Context: an optimization exercise on an open-source flow, tuned for small area. The choices shown serve that exercise and are no tape-out recipe. Function was checked by simulation only, so behaviour that the tests miss may differ from the original.

<file path="flow/design.v">
module nco (
	input  wire        clk_i,
	input  wire        rst_n,
	input  wire [31:0] acc_i,
	output wire [15:0] cos_o,
	output wire [15:0] sin_o
);
reg [31:0] acc;
always @(posedge clk_i, negedge rst_n)
	if (!rst_n) acc <= 32'd0;
	else acc <= acc + acc_i;
wire [14:0] ph1 = acc[31:17];
wire [12:0] zv1 = {~ph1[12], ph1[11:0]};
wire dv2 = ~ph1[12];
wire [12:0] z3 = dv2 ? (zv1[12:0] + 13'd2418) : (zv1[12:0] - 13'd2418);
reg [0:0] r1_sel;
always @(posedge clk_i) r1_sel <= ~ph1[14];
reg [0:0] r1_d0;
always @(posedge clk_i) r1_d0 <= ~ph1[13];
reg [0:0] r1_d1;
always @(posedge clk_i) r1_d1 <= ~ph1[12];
reg [12:0] r1_z2;
always @(posedge clk_i) r1_z2 <= z3;
reg [0:0] r1_d2;
always @(posedge clk_i) r1_d2 <= z3[12];
wire [12:0] zv4 = r1_z2;
wire dv5 = r1_d2;
wire [11:0] z6 = dv5 ? (zv4[11:0] + 12'd1278) : (zv4[11:0] - 12'd1278);
reg [0:0] r2_sel;
always @(posedge clk_i) r2_sel <= r1_sel;
reg [0:0] r2_d0;
always @(posedge clk_i) r2_d0 <= r1_d0;
reg [0:0] r2_d1;
always @(posedge clk_i) r2_d1 <= r1_d1;
reg [0:0] r2_d2;
always @(posedge clk_i) r2_d2 <= r1_d2;
reg [11:0] r2_z3;
always @(posedge clk_i) r2_z3 <= z6;
reg [0:0] r2_d3;
always @(posedge clk_i) r2_d3 <= z6[11];
wire [11:0] zv7 = r2_z3;
wire dv8 = r2_d3;
wire [10:0] z9 = dv8 ? (zv7[10:0] + 11'd649) : (zv7[10:0] - 11'd649);
reg [0:0] r3_sel;
always @(posedge clk_i) r3_sel <= r2_sel;
reg [0:0] r3_d0;
always @(posedge clk_i) r3_d0 <= r2_d0;
reg [0:0] r3_d1;
always @(posedge clk_i) r3_d1 <= r2_d1;
reg [0:0] r3_d2;
always @(posedge clk_i) r3_d2 <= r2_d2;
reg [0:0] r3_d3;
always @(posedge clk_i) r3_d3 <= r2_d3;
reg [10:0] r3_z4;
always @(posedge clk_i) r3_z4 <= z9;
reg [0:0] r3_d4;
always @(posedge clk_i) r3_d4 <= z9[10];
wire [10:0] zv10 = r3_z4;
wire dv11 = r3_d4;
wire [9:0] z12 = dv11 ? (zv10[9:0] + 10'd326) : (zv10[9:0] - 10'd326);
reg [0:0] r4_sel;
always @(posedge clk_i) r4_sel <= r3_sel;
reg [0:0] r4_d0;
always @(posedge clk_i) r4_d0 <= r3_d0;
reg [0:0] r4_d1;
always @(posedge clk_i) r4_d1 <= r3_d1;
reg [0:0] r4_d2;
always @(posedge clk_i) r4_d2 <= r3_d2;
reg [0:0] r4_d3;
always @(posedge clk_i) r4_d3 <= r3_d3;
reg [0:0] r4_d4;
always @(posedge clk_i) r4_d4 <= r3_d4;
reg [9:0] r4_z5;
always @(posedge clk_i) r4_z5 <= z12;
reg [0:0] r4_d5;
always @(posedge clk_i) r4_d5 <= z12[9];
wire [9:0] zv13 = r4_z5;
wire dv14 = r4_d5;
wire [8:0] z15 = dv14 ? (zv13[8:0] + 9'd163) : (zv13[8:0] - 9'd163);
reg [0:0] r5_sel;
always @(posedge clk_i) r5_sel <= r4_sel;
reg [0:0] r5_d0;
always @(posedge clk_i) r5_d0 <= r4_d0;
reg [0:0] r5_d1;
always @(posedge clk_i) r5_d1 <= r4_d1;
reg [0:0] r5_d2;
always @(posedge clk_i) r5_d2 <= r4_d2;
reg [0:0] r5_d3;
always @(posedge clk_i) r5_d3 <= r4_d3;
reg [0:0] r5_d4;
always @(posedge clk_i) r5_d4 <= r4_d4;
reg [0:0] r5_d5;
always @(posedge clk_i) r5_d5 <= r4_d5;
reg [8:0] r5_z6;
always @(posedge clk_i) r5_z6 <= z15;
reg [0:0] r5_d6;
always @(posedge clk_i) r5_d6 <= z15[8];
wire [8:0] zv16 = r5_z6;
wire dv17 = r5_d6;
wire [7:0] z18 = dv17 ? (zv16[7:0] + 8'd81) : (zv16[7:0] - 8'd81);
reg [0:0] r6_sel;
always @(posedge clk_i) r6_sel <= r5_sel;
reg [0:0] r6_d0;
always @(posedge clk_i) r6_d0 <= r5_d0;
reg [0:0] r6_d1;
always @(posedge clk_i) r6_d1 <= r5_d1;
reg [0:0] r6_d2;
always @(posedge clk_i) r6_d2 <= r5_d2;
reg [0:0] r6_d3;
always @(posedge clk_i) r6_d3 <= r5_d3;
reg [0:0] r6_d4;
always @(posedge clk_i) r6_d4 <= r5_d4;
reg [0:0] r6_d5;
always @(posedge clk_i) r6_d5 <= r5_d5;
reg [0:0] r6_d6;
always @(posedge clk_i) r6_d6 <= r5_d6;
reg [7:0] r6_z7;
always @(posedge clk_i) r6_z7 <= z18;
reg [0:0] r6_d7;
always @(posedge clk_i) r6_d7 <= z18[7];
wire [7:0] zv19 = r6_z7;
wire dv20 = r6_d7;
wire [6:0] z21 = dv20 ? (zv19[6:0] + 7'd41) : (zv19[6:0] - 7'd41);
reg [0:0] r7_sel;
always @(posedge clk_i) r7_sel <= r6_sel;
reg [0:0] r7_d0;
always @(posedge clk_i) r7_d0 <= r6_d0;
reg [0:0] r7_d1;
always @(posedge clk_i) r7_d1 <= r6_d1;
reg [0:0] r7_d2;
always @(posedge clk_i) r7_d2 <= r6_d2;
reg [0:0] r7_d3;
always @(posedge clk_i) r7_d3 <= r6_d3;
reg [0:0] r7_d4;
always @(posedge clk_i) r7_d4 <= r6_d4;
reg [0:0] r7_d5;
always @(posedge clk_i) r7_d5 <= r6_d5;
reg [0:0] r7_d6;
always @(posedge clk_i) r7_d6 <= r6_d6;
reg [0:0] r7_d7;
always @(posedge clk_i) r7_d7 <= r6_d7;
reg [6:0] r7_z8;
always @(posedge clk_i) r7_z8 <= z21;
reg [0:0] r7_d8;
always @(posedge clk_i) r7_d8 <= z21[6];
wire [6:0] zv22 = r7_z8;
wire dv23 = r7_d8;
wire [5:0] z24 = dv23 ? (zv22[5:0] + 6'd20) : (zv22[5:0] - 6'd20);
wire [5:0] tix25 = {r7_d5,r7_d4,r7_d3,r7_d2,r7_d1,r7_d0};
reg [16:0] tx26, ty27;
always @* case (tix25)
  6'd0: begin tx26 = 17'h1edfe; ty27 = 17'h07eb2; end
  6'd1: begin tx26 = 17'h07eb5; ty27 = 17'h01202; end
  6'd2: begin tx26 = 17'h05a8f; ty27 = 17'h05a6e; end
  6'd3: begin tx26 = 17'h05a70; ty27 = 17'h1a571; end
  6'd4: begin tx26 = 17'h02bba; ty27 = 17'h07845; end
  6'd5: begin tx26 = 17'h07847; ty27 = 17'h1d445; end
  6'd6: begin tx26 = 17'h07a75; ty27 = 17'h0252d; end
  6'd7: begin tx26 = 17'h0252f; ty27 = 17'h1858a; end
  6'd8: begin tx26 = 17'h00dbb; ty27 = 17'h07f3c; end
  6'd9: begin tx26 = 17'h07f3f; ty27 = 17'h1f245; end
  6'd10: begin tx26 = 17'h06e08; ty27 = 17'h0415b; end
  6'd11: begin tx26 = 17'h0415d; ty27 = 17'h191f8; end
  6'd12: begin tx26 = 17'h047fd; ty27 = 17'h069ce; end
  6'd13: begin tx26 = 17'h069ce; ty27 = 17'h1b803; end
  6'd14: begin tx26 = 17'h07fd8; ty27 = 17'h005e6; end
  6'd15: begin tx26 = 17'h005e6; ty27 = 17'h18029; end
  6'd16: begin tx26 = 17'h1fde8; ty27 = 17'h07ff6; end
  6'd17: begin tx26 = 17'h07ff7; ty27 = 17'h00218; end
  6'd18: begin tx26 = 17'h0651c; ty27 = 17'h04e73; end
  6'd19: begin tx26 = 17'h04e75; ty27 = 17'h19ae4; end
  6'd20: begin tx26 = 17'h03a5d; ty27 = 17'h071e4; end
  6'd21: begin tx26 = 17'h071e4; ty27 = 17'h1c5a2; end
  6'd22: begin tx26 = 17'h07e22; ty27 = 17'h015a5; end
  6'd23: begin tx26 = 17'h015a5; ty27 = 17'h181dd; end
  6'd24: begin tx26 = 17'h01d77; ty27 = 17'h07c89; end
  6'd25: begin tx26 = 17'h07c8a; ty27 = 17'h1e289; end
  6'd26: begin tx26 = 17'h0754f; ty27 = 17'h03326; end
  6'd27: begin tx26 = 17'h03328; ty27 = 17'h18ab1; end
  6'd28: begin tx26 = 17'h0549a; ty27 = 17'h06007; end
  6'd29: begin tx26 = 17'h06005; ty27 = 17'h1ab68; end
  6'd30: begin tx26 = 17'h07f94; ty27 = 17'h1f5f0; end
  6'd31: begin tx26 = 17'h1f5ee; ty27 = 17'h1806d; end
  6'd32: begin tx26 = 17'h1f5f0; ty27 = 17'h07f94; end
  6'd33: begin tx26 = 17'h07f95; ty27 = 17'h00a10; end
  6'd34: begin tx26 = 17'h06007; ty27 = 17'h0549a; end
  6'd35: begin tx26 = 17'h0549a; ty27 = 17'h19ff9; end
  6'd36: begin tx26 = 17'h03326; ty27 = 17'h0754f; end
  6'd37: begin tx26 = 17'h0754f; ty27 = 17'h1ccd9; end
  6'd38: begin tx26 = 17'h07c89; ty27 = 17'h01d77; end
  6'd39: begin tx26 = 17'h01d77; ty27 = 17'h18376; end
  6'd40: begin tx26 = 17'h015a5; ty27 = 17'h07e22; end
  6'd41: begin tx26 = 17'h07e23; ty27 = 17'h1ea5b; end
  6'd42: begin tx26 = 17'h071e4; ty27 = 17'h03a5d; end
  6'd43: begin tx26 = 17'h03a5d; ty27 = 17'h18e1c; end
  6'd44: begin tx26 = 17'h04e73; ty27 = 17'h0651c; end
  6'd45: begin tx26 = 17'h0651a; ty27 = 17'h1b18d; end
  6'd46: begin tx26 = 17'h07ff6; ty27 = 17'h1fde8; end
  6'd47: begin tx26 = 17'h1fde6; ty27 = 17'h1800b; end
  6'd48: begin tx26 = 17'h005e6; ty27 = 17'h07fd8; end
  6'd49: begin tx26 = 17'h07fd7; ty27 = 17'h1fa1a; end
  6'd50: begin tx26 = 17'h069ce; ty27 = 17'h047fd; end
  6'd51: begin tx26 = 17'h047fd; ty27 = 17'h19632; end
  6'd52: begin tx26 = 17'h0415b; ty27 = 17'h06e08; end
  6'd53: begin tx26 = 17'h06e06; ty27 = 17'h1bea4; end
  6'd54: begin tx26 = 17'h07f3c; ty27 = 17'h00dbb; end
  6'd55: begin tx26 = 17'h00db9; ty27 = 17'h180c3; end
  6'd56: begin tx26 = 17'h0252d; ty27 = 17'h07a75; end
  6'd57: begin tx26 = 17'h07a74; ty27 = 17'h1dad3; end
  6'd58: begin tx26 = 17'h07845; ty27 = 17'h02bba; end
  6'd59: begin tx26 = 17'h02bba; ty27 = 17'h187bb; end
  6'd60: begin tx26 = 17'h05a6e; ty27 = 17'h05a8f; end
  6'd61: begin tx26 = 17'h05a8b; ty27 = 17'h1a594; end
  6'd62: begin tx26 = 17'h07eb2; ty27 = 17'h1edfe; end
  6'd63: begin tx26 = 17'h1edfa; ty27 = 17'h1814f; end
  default: begin tx26 = 17'h0; ty27 = 17'h0; end endcase
wire [16:0] xv28 = tx26; wire [16:0] yv29 = ty27; wire dv30 = r7_d6;
wire nd31 = ~dv30;
wire [16:0] s32;
wire [16:0] a33 = {xv28[16],xv28[15],xv28[14],xv28[13],xv28[12],xv28[11],xv28[10],xv28[9],xv28[8],xv28[7],xv28[6],xv28[5],xv28[4],xv28[3],xv28[2],xv28[1],xv28[0]};
wire [16:0] b34 = {(yv29[16] ^ nd31),(yv29[16] ^ nd31),(yv29[16] ^ nd31),(yv29[16] ^ nd31),(yv29[16] ^ nd31),(yv29[16] ^ nd31),(yv29[16] ^ nd31),(yv29[15] ^ nd31),(yv29[14] ^ nd31),(yv29[13] ^ nd31),(yv29[12] ^ nd31),(yv29[11] ^ nd31),(yv29[10] ^ nd31),(yv29[9] ^ nd31),(yv29[8] ^ nd31),(yv29[7] ^ nd31),(yv29[6] ^ nd31)};
assign s32 = a33 + b34 + nd31;
wire [16:0] s35;
wire [16:0] a36 = {yv29[16],yv29[15],yv29[14],yv29[13],yv29[12],yv29[11],yv29[10],yv29[9],yv29[8],yv29[7],yv29[6],yv29[5],yv29[4],yv29[3],yv29[2],yv29[1],yv29[0]};
wire [16:0] b37 = {(xv28[16] ^ dv30),(xv28[16] ^ dv30),(xv28[16] ^ dv30),(xv28[16] ^ dv30),(xv28[16] ^ dv30),(xv28[16] ^ dv30),(xv28[16] ^ dv30),(xv28[15] ^ dv30),(xv28[14] ^ dv30),(xv28[13] ^ dv30),(xv28[12] ^ dv30),(xv28[11] ^ dv30),(xv28[10] ^ dv30),(xv28[9] ^ dv30),(xv28[8] ^ dv30),(xv28[7] ^ dv30),(xv28[6] ^ dv30)};
assign s35 = a36 + b37 + dv30;
reg [0:0] r8_sel;
always @(posedge clk_i) r8_sel <= r7_sel;
reg [0:0] r8_d7;
always @(posedge clk_i) r8_d7 <= r7_d7;
reg [0:0] r8_d8;
always @(posedge clk_i) r8_d8 <= r7_d8;
reg [5:0] r8_z9;
always @(posedge clk_i) r8_z9 <= z24;
reg [0:0] r8_d9;
always @(posedge clk_i) r8_d9 <= z24[5];
reg [16:0] r8_x;
always @(posedge clk_i) r8_x <= s32;
reg [16:0] r8_y;
always @(posedge clk_i) r8_y <= s35;
wire [5:0] zv38 = r8_z9;
wire dv39 = r8_d9;
wire [4:0] z40 = dv39 ? (zv38[4:0] + 5'd10) : (zv38[4:0] - 5'd10);
wire [16:0] xv41 = r8_x; wire [16:0] yv42 = r8_y; wire dv43 = r8_d7;
wire nd44 = ~dv43;
wire [16:0] s45;
wire [16:0] a46 = {xv41[16],xv41[15],xv41[14],xv41[13],xv41[12],xv41[11],xv41[10],xv41[9],xv41[8],xv41[7],xv41[6],xv41[5],xv41[4],xv41[3],xv41[2],xv41[1],xv41[0]};
wire [16:0] b47 = {(yv42[16] ^ nd44),(yv42[16] ^ nd44),(yv42[16] ^ nd44),(yv42[16] ^ nd44),(yv42[16] ^ nd44),(yv42[16] ^ nd44),(yv42[16] ^ nd44),(yv42[16] ^ nd44),(yv42[15] ^ nd44),(yv42[14] ^ nd44),(yv42[13] ^ nd44),(yv42[12] ^ nd44),(yv42[11] ^ nd44),(yv42[10] ^ nd44),(yv42[9] ^ nd44),(yv42[8] ^ nd44),(yv42[7] ^ nd44)};
assign s45 = a46 + b47 + nd44;
wire [16:0] s48;
wire [16:0] a49 = {yv42[16],yv42[15],yv42[14],yv42[13],yv42[12],yv42[11],yv42[10],yv42[9],yv42[8],yv42[7],yv42[6],yv42[5],yv42[4],yv42[3],yv42[2],yv42[1],yv42[0]};
wire [16:0] b50 = {(xv41[16] ^ dv43),(xv41[16] ^ dv43),(xv41[16] ^ dv43),(xv41[16] ^ dv43),(xv41[16] ^ dv43),(xv41[16] ^ dv43),(xv41[16] ^ dv43),(xv41[16] ^ dv43),(xv41[15] ^ dv43),(xv41[14] ^ dv43),(xv41[13] ^ dv43),(xv41[12] ^ dv43),(xv41[11] ^ dv43),(xv41[10] ^ dv43),(xv41[9] ^ dv43),(xv41[8] ^ dv43),(xv41[7] ^ dv43)};
assign s48 = a49 + b50 + dv43;
reg [0:0] r9_sel;
always @(posedge clk_i) r9_sel <= r8_sel;
reg [0:0] r9_d8;
always @(posedge clk_i) r9_d8 <= r8_d8;
reg [0:0] r9_d9;
always @(posedge clk_i) r9_d9 <= r8_d9;
reg [16:0] r9_x;
always @(posedge clk_i) r9_x <= s45;
reg [16:0] r9_y;
always @(posedge clk_i) r9_y <= s48;
reg [4:0] r9_z10;
always @(posedge clk_i) r9_z10 <= z40;
reg [0:0] r9_d10;
always @(posedge clk_i) r9_d10 <= z40[4];
wire [4:0] zv51 = r9_z10;
wire dv52 = r9_d10;
wire [3:0] z53 = dv52 ? (zv51[3:0] + 4'd5) : (zv51[3:0] - 4'd5);
wire [16:0] xv54 = r9_x; wire [16:0] yv55 = r9_y; wire dv56 = r9_d8;
wire nd57 = ~dv56;
wire [16:0] s58;
wire [16:0] a59 = {xv54[16],xv54[15],xv54[14],xv54[13],xv54[12],xv54[11],xv54[10],xv54[9],xv54[8],xv54[7],xv54[6],xv54[5],xv54[4],xv54[3],xv54[2],xv54[1],xv54[0]};
wire [16:0] b60 = {(yv55[16] ^ nd57),(yv55[16] ^ nd57),(yv55[16] ^ nd57),(yv55[16] ^ nd57),(yv55[16] ^ nd57),(yv55[16] ^ nd57),(yv55[16] ^ nd57),(yv55[16] ^ nd57),(yv55[16] ^ nd57),(yv55[15] ^ nd57),(yv55[14] ^ nd57),(yv55[13] ^ nd57),(yv55[12] ^ nd57),(yv55[11] ^ nd57),(yv55[10] ^ nd57),(yv55[9] ^ nd57),(yv55[8] ^ nd57)};
assign s58 = a59 + b60 + nd57;
wire [16:0] s61;
wire [16:0] a62 = {yv55[16],yv55[15],yv55[14],yv55[13],yv55[12],yv55[11],yv55[10],yv55[9],yv55[8],yv55[7],yv55[6],yv55[5],yv55[4],yv55[3],yv55[2],yv55[1],yv55[0]};
wire [16:0] b63 = {(xv54[16] ^ dv56),(xv54[16] ^ dv56),(xv54[16] ^ dv56),(xv54[16] ^ dv56),(xv54[16] ^ dv56),(xv54[16] ^ dv56),(xv54[16] ^ dv56),(xv54[16] ^ dv56),(xv54[16] ^ dv56),(xv54[15] ^ dv56),(xv54[14] ^ dv56),(xv54[13] ^ dv56),(xv54[12] ^ dv56),(xv54[11] ^ dv56),(xv54[10] ^ dv56),(xv54[9] ^ dv56),(xv54[8] ^ dv56)};
assign s61 = a62 + b63 + dv56;
reg [0:0] r10_sel;
always @(posedge clk_i) r10_sel <= r9_sel;
reg [0:0] r10_d9;
always @(posedge clk_i) r10_d9 <= r9_d9;
reg [16:0] r10_x;
always @(posedge clk_i) r10_x <= s58;
reg [16:0] r10_y;
always @(posedge clk_i) r10_y <= s61;
reg [0:0] r10_d10;
always @(posedge clk_i) r10_d10 <= r9_d10;
reg [3:0] r10_z11;
always @(posedge clk_i) r10_z11 <= z53;
reg [0:0] r10_d11;
always @(posedge clk_i) r10_d11 <= z53[3];
wire [3:0] zv64 = r10_z11;
wire dv65 = r10_d11;
wire [2:0] z66 = dv65 ? (zv64[2:0] + 3'd3) : (zv64[2:0] - 3'd3);
wire [16:0] xv67 = r10_x; wire [16:0] yv68 = r10_y; wire dv69 = r10_d9;
wire nd70 = ~dv69;
wire [16:0] s71;
wire [16:0] a72 = {xv67[16],xv67[15],xv67[14],xv67[13],xv67[12],xv67[11],xv67[10],xv67[9],xv67[8],xv67[7],xv67[6],xv67[5],xv67[4],xv67[3],xv67[2],xv67[1],xv67[0]};
wire [16:0] b73 = {(yv68[16] ^ nd70),(yv68[16] ^ nd70),(yv68[16] ^ nd70),(yv68[16] ^ nd70),(yv68[16] ^ nd70),(yv68[16] ^ nd70),(yv68[16] ^ nd70),(yv68[16] ^ nd70),(yv68[16] ^ nd70),(yv68[16] ^ nd70),(yv68[15] ^ nd70),(yv68[14] ^ nd70),(yv68[13] ^ nd70),(yv68[12] ^ nd70),(yv68[11] ^ nd70),(yv68[10] ^ nd70),(yv68[9] ^ nd70)};
assign s71 = a72 + b73 + nd70;
wire [16:0] s74;
wire [16:0] a75 = {yv68[16],yv68[15],yv68[14],yv68[13],yv68[12],yv68[11],yv68[10],yv68[9],yv68[8],yv68[7],yv68[6],yv68[5],yv68[4],yv68[3],yv68[2],yv68[1],yv68[0]};
wire [16:0] b76 = {(xv67[16] ^ dv69),(xv67[16] ^ dv69),(xv67[16] ^ dv69),(xv67[16] ^ dv69),(xv67[16] ^ dv69),(xv67[16] ^ dv69),(xv67[16] ^ dv69),(xv67[16] ^ dv69),(xv67[16] ^ dv69),(xv67[16] ^ dv69),(xv67[15] ^ dv69),(xv67[14] ^ dv69),(xv67[13] ^ dv69),(xv67[12] ^ dv69),(xv67[11] ^ dv69),(xv67[10] ^ dv69),(xv67[9] ^ dv69)};
assign s74 = a75 + b76 + dv69;
reg [0:0] r11_sel;
always @(posedge clk_i) r11_sel <= r10_sel;
reg [16:0] r11_x;
always @(posedge clk_i) r11_x <= s71;
reg [16:0] r11_y;
always @(posedge clk_i) r11_y <= s74;
reg [0:0] r11_d10;
always @(posedge clk_i) r11_d10 <= r10_d10;
reg [0:0] r11_d11;
always @(posedge clk_i) r11_d11 <= r10_d11;
reg [2:0] r11_z12;
always @(posedge clk_i) r11_z12 <= z66;
reg [0:0] r11_d12;
always @(posedge clk_i) r11_d12 <= z66[2];
wire [2:0] zv77 = r11_z12;
wire dv78 = r11_d12;
wire [1:0] z79 = dv78 ? (zv77[1:0] + 2'd1) : (zv77[1:0] - 2'd1);
wire [16:0] xv80 = r11_x; wire [16:0] yv81 = r11_y; wire dv82 = r11_d10;
wire nd83 = ~dv82;
wire [16:0] s84;
wire [16:0] a85 = {xv80[16],xv80[15],xv80[14],xv80[13],xv80[12],xv80[11],xv80[10],xv80[9],xv80[8],xv80[7],xv80[6],xv80[5],xv80[4],xv80[3],xv80[2],xv80[1],xv80[0]};
wire [16:0] b86 = {(yv81[16] ^ nd83),(yv81[16] ^ nd83),(yv81[16] ^ nd83),(yv81[16] ^ nd83),(yv81[16] ^ nd83),(yv81[16] ^ nd83),(yv81[16] ^ nd83),(yv81[16] ^ nd83),(yv81[16] ^ nd83),(yv81[16] ^ nd83),(yv81[16] ^ nd83),(yv81[15] ^ nd83),(yv81[14] ^ nd83),(yv81[13] ^ nd83),(yv81[12] ^ nd83),(yv81[11] ^ nd83),(yv81[10] ^ nd83)};
assign s84 = a85 + b86 + nd83;
wire [16:0] s87;
wire [16:0] a88 = {yv81[16],yv81[15],yv81[14],yv81[13],yv81[12],yv81[11],yv81[10],yv81[9],yv81[8],yv81[7],yv81[6],yv81[5],yv81[4],yv81[3],yv81[2],yv81[1],yv81[0]};
wire [16:0] b89 = {(xv80[16] ^ dv82),(xv80[16] ^ dv82),(xv80[16] ^ dv82),(xv80[16] ^ dv82),(xv80[16] ^ dv82),(xv80[16] ^ dv82),(xv80[16] ^ dv82),(xv80[16] ^ dv82),(xv80[16] ^ dv82),(xv80[16] ^ dv82),(xv80[16] ^ dv82),(xv80[15] ^ dv82),(xv80[14] ^ dv82),(xv80[13] ^ dv82),(xv80[12] ^ dv82),(xv80[11] ^ dv82),(xv80[10] ^ dv82)};
assign s87 = a88 + b89 + dv82;
reg [0:0] r12_sel;
always @(posedge clk_i) r12_sel <= r11_sel;
reg [16:0] r12_x;
always @(posedge clk_i) r12_x <= s84;
reg [16:0] r12_y;
always @(posedge clk_i) r12_y <= s87;
reg [0:0] r12_d11;
always @(posedge clk_i) r12_d11 <= r11_d11;
reg [0:0] r12_d12;
always @(posedge clk_i) r12_d12 <= r11_d12;
reg [1:0] r12_z13;
always @(posedge clk_i) r12_z13 <= z79;
reg [0:0] r12_d13;
always @(posedge clk_i) r12_d13 <= z79[1];
wire [1:0] zv90 = r12_z13;
wire dv91 = r12_d13;
wire [0:0] z92 = dv91 ? (zv90[0:0] + 1'd1) : (zv90[0:0] - 1'd1);
wire [16:0] xv93 = r12_x; wire [16:0] yv94 = r12_y; wire dv95 = r12_d11;
wire nd96 = ~dv95;
wire [16:0] s97;
wire [16:0] a98 = {xv93[16],xv93[15],xv93[14],xv93[13],xv93[12],xv93[11],xv93[10],xv93[9],xv93[8],xv93[7],xv93[6],xv93[5],xv93[4],xv93[3],xv93[2],xv93[1],xv93[0]};
wire [16:0] b99 = {(yv94[16] ^ nd96),(yv94[16] ^ nd96),(yv94[16] ^ nd96),(yv94[16] ^ nd96),(yv94[16] ^ nd96),(yv94[16] ^ nd96),(yv94[16] ^ nd96),(yv94[16] ^ nd96),(yv94[16] ^ nd96),(yv94[16] ^ nd96),(yv94[16] ^ nd96),(yv94[16] ^ nd96),(yv94[15] ^ nd96),(yv94[14] ^ nd96),(yv94[13] ^ nd96),(yv94[12] ^ nd96),(yv94[11] ^ nd96)};
assign s97 = a98 + b99 + nd96;
wire [16:0] s100;
wire [16:0] a101 = {yv94[16],yv94[15],yv94[14],yv94[13],yv94[12],yv94[11],yv94[10],yv94[9],yv94[8],yv94[7],yv94[6],yv94[5],yv94[4],yv94[3],yv94[2],yv94[1],yv94[0]};
wire [16:0] b102 = {(xv93[16] ^ dv95),(xv93[16] ^ dv95),(xv93[16] ^ dv95),(xv93[16] ^ dv95),(xv93[16] ^ dv95),(xv93[16] ^ dv95),(xv93[16] ^ dv95),(xv93[16] ^ dv95),(xv93[16] ^ dv95),(xv93[16] ^ dv95),(xv93[16] ^ dv95),(xv93[16] ^ dv95),(xv93[15] ^ dv95),(xv93[14] ^ dv95),(xv93[13] ^ dv95),(xv93[12] ^ dv95),(xv93[11] ^ dv95)};
assign s100 = a101 + b102 + dv95;
reg [0:0] r13_sel;
always @(posedge clk_i) r13_sel <= r12_sel;
reg [16:0] r13_x;
always @(posedge clk_i) r13_x <= s97;
reg [16:0] r13_y;
always @(posedge clk_i) r13_y <= s100;
reg [0:0] r13_d12;
always @(posedge clk_i) r13_d12 <= r12_d12;
reg [0:0] r13_d13;
always @(posedge clk_i) r13_d13 <= r12_d13;
reg [0:0] r13_d14;
always @(posedge clk_i) r13_d14 <= z92[0];
reg [0:0] r13_d15;
always @(posedge clk_i) r13_d15 <= z92[0];
wire [16:0] xv103 = r13_x; wire [16:0] yv104 = r13_y; wire dv105 = r13_d12;
wire nd106 = ~dv105;
wire [16:0] s107;
wire [16:0] a108 = {xv103[16],xv103[15],xv103[14],xv103[13],xv103[12],xv103[11],xv103[10],xv103[9],xv103[8],xv103[7],xv103[6],xv103[5],xv103[4],xv103[3],xv103[2],xv103[1],xv103[0]};
wire [16:0] b109 = {(yv104[16] ^ nd106),(yv104[16] ^ nd106),(yv104[16] ^ nd106),(yv104[16] ^ nd106),(yv104[16] ^ nd106),(yv104[16] ^ nd106),(yv104[16] ^ nd106),(yv104[16] ^ nd106),(yv104[16] ^ nd106),(yv104[16] ^ nd106),(yv104[16] ^ nd106),(yv104[16] ^ nd106),(yv104[16] ^ nd106),(yv104[15] ^ nd106),(yv104[14] ^ nd106),(yv104[13] ^ nd106),(yv104[12] ^ nd106)};
assign s107 = a108 + b109 + nd106;
wire [16:0] s110;
wire [16:0] a111 = {yv104[16],yv104[15],yv104[14],yv104[13],yv104[12],yv104[11],yv104[10],yv104[9],yv104[8],yv104[7],yv104[6],yv104[5],yv104[4],yv104[3],yv104[2],yv104[1],yv104[0]};
wire [16:0] b112 = {(xv103[16] ^ dv105),(xv103[16] ^ dv105),(xv103[16] ^ dv105),(xv103[16] ^ dv105),(xv103[16] ^ dv105),(xv103[16] ^ dv105),(xv103[16] ^ dv105),(xv103[16] ^ dv105),(xv103[16] ^ dv105),(xv103[16] ^ dv105),(xv103[16] ^ dv105),(xv103[16] ^ dv105),(xv103[16] ^ dv105),(xv103[15] ^ dv105),(xv103[14] ^ dv105),(xv103[13] ^ dv105),(xv103[12] ^ dv105)};
assign s110 = a111 + b112 + dv105;
reg [0:0] r14_sel;
always @(posedge clk_i) r14_sel <= r13_sel;
reg [16:0] r14_x;
always @(posedge clk_i) r14_x <= s107;
reg [16:0] r14_y;
always @(posedge clk_i) r14_y <= s110;
reg [0:0] r14_d13;
always @(posedge clk_i) r14_d13 <= r13_d13;
reg [0:0] r14_d14;
always @(posedge clk_i) r14_d14 <= r13_d14;
reg [0:0] r14_d15;
always @(posedge clk_i) r14_d15 <= r13_d15;
wire [16:0] xv113 = r14_x; wire [16:0] yv114 = r14_y; wire dv115 = r14_d13;
wire nd116 = ~dv115;
wire [16:0] s117;
wire [16:0] a118 = {xv113[16],xv113[15],xv113[14],xv113[13],xv113[12],xv113[11],xv113[10],xv113[9],xv113[8],xv113[7],xv113[6],xv113[5],xv113[4],xv113[3],xv113[2],xv113[1],xv113[0]};
wire [16:0] b119 = {(yv114[16] ^ nd116),(yv114[16] ^ nd116),(yv114[16] ^ nd116),(yv114[16] ^ nd116),(yv114[16] ^ nd116),(yv114[16] ^ nd116),(yv114[16] ^ nd116),(yv114[16] ^ nd116),(yv114[16] ^ nd116),(yv114[16] ^ nd116),(yv114[16] ^ nd116),(yv114[16] ^ nd116),(yv114[16] ^ nd116),(yv114[16] ^ nd116),(yv114[15] ^ nd116),(yv114[14] ^ nd116),(yv114[13] ^ nd116)};
assign s117 = a118 + b119 + nd116;
wire [16:0] s120;
wire [16:0] a121 = {yv114[16],yv114[15],yv114[14],yv114[13],yv114[12],yv114[11],yv114[10],yv114[9],yv114[8],yv114[7],yv114[6],yv114[5],yv114[4],yv114[3],yv114[2],yv114[1],yv114[0]};
wire [16:0] b122 = {(xv113[16] ^ dv115),(xv113[16] ^ dv115),(xv113[16] ^ dv115),(xv113[16] ^ dv115),(xv113[16] ^ dv115),(xv113[16] ^ dv115),(xv113[16] ^ dv115),(xv113[16] ^ dv115),(xv113[16] ^ dv115),(xv113[16] ^ dv115),(xv113[16] ^ dv115),(xv113[16] ^ dv115),(xv113[16] ^ dv115),(xv113[16] ^ dv115),(xv113[15] ^ dv115),(xv113[14] ^ dv115),(xv113[13] ^ dv115)};
assign s120 = a121 + b122 + dv115;
reg [0:0] r15_sel;
always @(posedge clk_i) r15_sel <= r14_sel;
reg [16:0] r15_x;
always @(posedge clk_i) r15_x <= s117;
reg [16:0] r15_y;
always @(posedge clk_i) r15_y <= s120;
reg [0:0] r15_d14;
always @(posedge clk_i) r15_d14 <= r14_d14;
reg [0:0] r15_d15;
always @(posedge clk_i) r15_d15 <= r14_d15;
wire [16:0] xv123 = r15_x; wire [16:0] yv124 = r15_y; wire dv125 = r15_d14;
wire nd126 = ~dv125;
wire [16:0] s127;
wire [16:0] a128 = {xv123[16],xv123[15],xv123[14],xv123[13],xv123[12],xv123[11],xv123[10],xv123[9],xv123[8],xv123[7],xv123[6],xv123[5],xv123[4],xv123[3],xv123[2],xv123[1],xv123[0]};
wire [16:0] b129 = {(yv124[16] ^ nd126),(yv124[16] ^ nd126),(yv124[16] ^ nd126),(yv124[16] ^ nd126),(yv124[16] ^ nd126),(yv124[16] ^ nd126),(yv124[16] ^ nd126),(yv124[16] ^ nd126),(yv124[16] ^ nd126),(yv124[16] ^ nd126),(yv124[16] ^ nd126),(yv124[16] ^ nd126),(yv124[16] ^ nd126),(yv124[16] ^ nd126),(yv124[16] ^ nd126),(yv124[15] ^ nd126),(yv124[14] ^ nd126)};
assign s127 = a128 + b129 + nd126;
wire [16:0] s130;
wire [16:0] a131 = {yv124[16],yv124[15],yv124[14],yv124[13],yv124[12],yv124[11],yv124[10],yv124[9],yv124[8],yv124[7],yv124[6],yv124[5],yv124[4],yv124[3],yv124[2],yv124[1],yv124[0]};
wire [16:0] b132 = {(xv123[16] ^ dv125),(xv123[16] ^ dv125),(xv123[16] ^ dv125),(xv123[16] ^ dv125),(xv123[16] ^ dv125),(xv123[16] ^ dv125),(xv123[16] ^ dv125),(xv123[16] ^ dv125),(xv123[16] ^ dv125),(xv123[16] ^ dv125),(xv123[16] ^ dv125),(xv123[16] ^ dv125),(xv123[16] ^ dv125),(xv123[16] ^ dv125),(xv123[16] ^ dv125),(xv123[15] ^ dv125),(xv123[14] ^ dv125)};
assign s130 = a131 + b132 + dv125;
reg [0:0] r16_sel;
always @(posedge clk_i) r16_sel <= r15_sel;
reg [16:0] r16_x;
always @(posedge clk_i) r16_x <= s127;
reg [16:0] r16_y;
always @(posedge clk_i) r16_y <= s130;
reg [0:0] r16_d15;
always @(posedge clk_i) r16_d15 <= r15_d15;
wire [16:0] xv133 = r16_x; wire [16:0] yv134 = r16_y; wire dv135 = r16_d15;
wire nd136 = ~dv135;
wire [16:0] s137;
wire [16:0] a138 = {xv133[16],xv133[15],xv133[14],xv133[13],xv133[12],xv133[11],xv133[10],xv133[9],xv133[8],xv133[7],xv133[6],xv133[5],xv133[4],xv133[3],xv133[2],xv133[1],xv133[0]};
wire [16:0] b139 = {(yv134[16] ^ nd136),(yv134[16] ^ nd136),(yv134[16] ^ nd136),(yv134[16] ^ nd136),(yv134[16] ^ nd136),(yv134[16] ^ nd136),(yv134[16] ^ nd136),(yv134[16] ^ nd136),(yv134[16] ^ nd136),(yv134[16] ^ nd136),(yv134[16] ^ nd136),(yv134[16] ^ nd136),(yv134[16] ^ nd136),(yv134[16] ^ nd136),(yv134[16] ^ nd136),(yv134[16] ^ nd136),(yv134[15] ^ nd136)};
assign s137 = a138 + b139 + nd136;
wire [16:0] s140;
wire [16:0] a141 = {yv134[16],yv134[15],yv134[14],yv134[13],yv134[12],yv134[11],yv134[10],yv134[9],yv134[8],yv134[7],yv134[6],yv134[5],yv134[4],yv134[3],yv134[2],yv134[1],yv134[0]};
wire [16:0] b142 = {(xv133[16] ^ dv135),(xv133[16] ^ dv135),(xv133[16] ^ dv135),(xv133[16] ^ dv135),(xv133[16] ^ dv135),(xv133[16] ^ dv135),(xv133[16] ^ dv135),(xv133[16] ^ dv135),(xv133[16] ^ dv135),(xv133[16] ^ dv135),(xv133[16] ^ dv135),(xv133[16] ^ dv135),(xv133[16] ^ dv135),(xv133[16] ^ dv135),(xv133[16] ^ dv135),(xv133[16] ^ dv135),(xv133[15] ^ dv135)};
assign s140 = a141 + b142 + dv135;
wire signed [16:0] xo143 = s137; wire signed [16:0] yo144 = s140; wire so145 = r16_sel;
wire signed [16:0] xt_o = so145 ? -yo144 : yo144;
wire signed [16:0] yt_o = so145 ? xo143 : -xo143;
wire [15:0] cos_n = xt_o[16] ? (xt_o[15] ? xt_o[15:0] : 16'h8001) : (xt_o[15] ? 16'h7FFF : xt_o[15:0]);
wire [15:0] sin_n = yt_o[16] ? (yt_o[15] ? yt_o[15:0] : 16'h8001) : (yt_o[15] ? 16'h7FFF : yt_o[15:0]);
reg [15:0] r17_cos;
always @(posedge clk_i) r17_cos <= cos_n;
reg [15:0] r17_sin;
always @(posedge clk_i) r17_sin <= sin_n;
assign cos_o = r17_cos;
assign sin_o = r17_sin;
endmodule
</file>
<file path="flow/run.sh">
#!/bin/bash
# synth_recipe.tcl (not shown) runs the flow's synth.tcl, then flattens the netlist and writes it again
# the make line also repeats each setting of config.mk as NAME=value (left out here)
make -C /OpenROAD-flow-scripts/flow DESIGN_CONFIG=/design/flow/config.mk WORK_HOME=/design/flow/orfs CLKGATE_MAP_FILE= SYNTH_SCRIPT=/design/flow/synth_recipe.tcl finish
</file>
<file path="flow/config.mk">
export PLATFORM = sky130hd
export DESIGN_NAME = nco
export DESIGN_NICKNAME = nco
export VERILOG_FILES = /design/flow/design.v
export SDC_FILE = /design/flow/constraint.sdc
export NUM_CORES = 4
export LEC_CHECK = 0
export CAP_MARGIN = 20
export CORE_MARGIN = 2
export CORE_UTILIZATION = 40
export SLEW_MARGIN = 20
</file>
<file path="flow/constraint.sdc">
create_clock -name core_clock -period 5.0 [get_ports {clk_i}]
set_input_delay 1.0000 -clock core_clock [delete_from_list [all_inputs] [get_ports {clk_i}]]
set_output_delay 1.0000 -clock core_clock [all_outputs]
set_load 0.01 [all_outputs]
</file>
==> notes.md <==
final cells by class:
cell class / instances / area share
multi-input combinational: 2969 / 0.568
tap: 1144 / 0.0371
sequential: 554 / 0.291
timing repair buffer: 107 / 0.0250
inverter: 173 / 0.0168
clock inverter: 30 / 0.0111
clock buffer: 91 / 0.0503
path summary, 6_finish.rpt:
path | from | end | slack [ns] | depth (start not counted)
setup / recovery | r16_y[16] | r17_sin[11] | 0.47 | 12
hold / removal | r7_sel | r8_sel | 0.29 | 0
setup reg to reg | r16_y[16] | r17_sin[11] | 0.47 | 12
hold reg to reg | r7_sel | r8_sel | 0.29 | 0
max in group asynchronous | rst_n | acc[5] | 3.89 | 2
min in group asynchronous | rst_n | acc[31] | 0.78 | 2
metrics by stage:
| step | setup WS (ns) | util | hold slack (ns) |
|---|---|---|---|
| detailed placement | 0.0875 | 0.426 | 0.312 |
| floorplan | 0.680 | - | 0.310 |
| global route | 0.121 | 0.454 | 0.319 |
| CTS | 0.0845 | 0.454 | 0.305 |
| finish | 0.466 | 0.454 | 0.295 |
| global placement | 0.202 | 0.426 | 0.311 |
worst register-to-register path, cell delays in order, from the launching register on:
cell and delay, ns:
dfxtp_1 0.34, xnor2_2 0.57, ha_1 0.44, a21oi_1 0.29, o21bai_4 0.10, o2111a_1 0.28
or4_4 0.50, a32oi_2 0.22, nand4bb_1 0.32, or3_1 0.55, nand3_1 0.12, nand3_1 0.41
o211ai_2 0.32
per-layer routing:
layer / up-vias / part of all wire / track usage
li1: 13800 / - / -
met1: 12100 / 0.43 / 0.207
met2: 609 / 0.49 / 0.309
met3: 173 / 0.051 / 0.0309
met4: 2 / 0.034 / 0.0664
met5: - / 0.00018 / 0
kinds of logic after synthesis:
logic type,after synthesis,share of synthesized area
buffers and inverters,278,0.0309
and+or+nand+nor,961,0.136
DFF,554,0.329
muxes,28,0.00968
AOI/OAI and AO/OA,1021,0.194
xor gates and xnor gates,518,0.132
adders and majority gates,441,0.168
synth_stat cells (all sizes together), types with 29 or more instances:
library cell,n,share of area
buf,29,0.0036
or3,40,0.0075
a31oi,40,0.0073
ha,408,0.15
o21a,30,0.0066
nor2b,38,0.0069
nor3,118,0.017
clkbuf,76,0.0083
dfrtp,32,0.023
dfxtp,522,0.31
nand2,196,0.021
and2,65,0.012
a211oi,33,0.0072
nor2,258,0.028
xnor2,350,0.090
fa,32,0.019
xor2,168,0.043
nand3,104,0.015
a21o,79,0.017
o21ai,185,0.027
a21oi,327,0.048
and3,29,0.0053
o21bai,69,0.015
nand2b,52,0.0095
inv,170,0.019
==> out/summary.txt <==
Status -> complete, no violations
Die Y -> 297 um
Post-synth cell types -> 86
Core area -> 85000 um^2
Crit path top cell by count -> nand3_1
Vias per cell -> 5.26
Initial antenna violation count -> 1
FFs w/ async S/R, synth -> 0.0578
Setup violators final -> 0
TritonCTS clock tree -> done
DR iter-0 viols -> 1607
Min-Delay Path Class -> register to register
Delay-heaviest family, CP -> simple AND/OR/NAND/NOR gates
Post-CTS setup buffers -> 0
Fill count -> 8253
Largest register FFs -> 32
DP Area -> 36200 um^2
GPL Wtd Cong -> 0.921
Worst setup SP type -> register
Final instance area -> 38600 um^2
DIE AREA -> 88000 um^2
Htree depth -> 3
Number of global-route vias before repair -> 25600
Largest net degree at the start of global routing -> 89
P&R area growth vs syn -> 12.8%
PortBufs -> 65
Post-DRT Antenna Nets -> 0
Initial Util -> 0.403
MaxCap Viol Count -> 0
Count of pins over their slew limit -> 0
Commonest non-fill, non-tap cells in the layout -> dfxtp_1 (519), ha_1 (408), xnor2_1 (349), a21oi_1 (327), nor2_1 (257)
Clk root buf -> clkbuf_16
First-pass GRT wire length -> 126000 um
Synth Area per Inst -> 9.01 um^2
RSZ-0062 raised after global routing -> no
Fin crit share -> 0.907
Chip width -> 297 um
CTS Buf Count -> 67
Crit-path max FO -> 12
Max_slew headroom -> 0.305
Final net count -> 4346
Post-synth EDFFs -> 0
Net Count, Synth -> 4275
Final hold violation count -> 0
Setup CP Type -> register to register
Multi-input gate area -> 21900 um^2
Largest reg by FF count -> acc
Clk buf depth -> 3
Clock slew seen by the registers of the worst setup and hold paths -> 0.06 ns
Sequential area share after synthesis -> 0.329
DRC viols -> 0
Post-DP HPWL -> 58000 um
Slowest cell on crit path -> xnor2_2
TNS Setup -> 0 ns
Ys Warns -> 1
CP max stage delay -> 0.57 ns
Post-layout min period -> 4.53 ns
Crit path cell chain -> xnor2_2 > ha_1 > a21oi_1 > o21bai_4 > o2111a_1 > or4_4 > a32oi_2 > nand4bb_1 > or3_1 > nand3_1 > nand3_1 > o211ai_2
CP Buf/Inv Count -> 0
Total Wirelength -> 76400 um
Actual slew at the worst max-slew pin -> 1.04 ns
CP endpoint kind -> register
CTS Sinks -> 554
Clk Latency, worst-skew pair -> 0.61 ns
Crit path DAT -> 5.06 ns
Register area -> 11300 um^2
Gr ovfl total -> 0
Via count -> 26700
Top FF cell, synth -> dfxtp_1
Fmax -> 221 MHz
Post-Place Cells -> 4947
Diode count -> 0
Critical Path RT -> 5.53 ns
GRT Total Usage -> 0.173
Share of cells above drive strength 1 -> 0.0538
WL/cell -> 15.1 um
Finished Layout Cells -> 5068
Cell Area, Synth -> 34200 um^2
#FFs+latches synth -> 554
CTS hold repair buffers -> 0
Ports -> 66
Clock skew -> 0.0392 ns
CTS resizes -> 0
Syn Inst Count -> 3801
Most common cell after layout, fill and taps aside -> dfxtp_1
Drt pass-1 iters -> 5
Rows -> 107

==> re-timing with driven ports <==
Ports are ideal in the flow. The routed layout listed here was re-timed in OpenROAD. Step 1: set_driving_cell puts a clkbuf_16 on clk_i and a buf_2 on each other input, an assumption about the parent block. Step 2 also shifts input and output timing later by t, the mid clock arrival at the registers, as if the neighbouring blocks saw the same clock. a / b / c = ideal ports / drivers / drivers and shift; a / b = the first two.
shift t [ns]: 0.657
slack for setup (ns): 0.466 / 0.466 / 0.466
worst setup path after step 2: register to register
worst slew at a driven data input, ns: 0.05
After both steps this run still meets setup and hold. For this run, drivers alone change the setup slack by 0.000 ns; drivers and shift together by 0.000 ns.
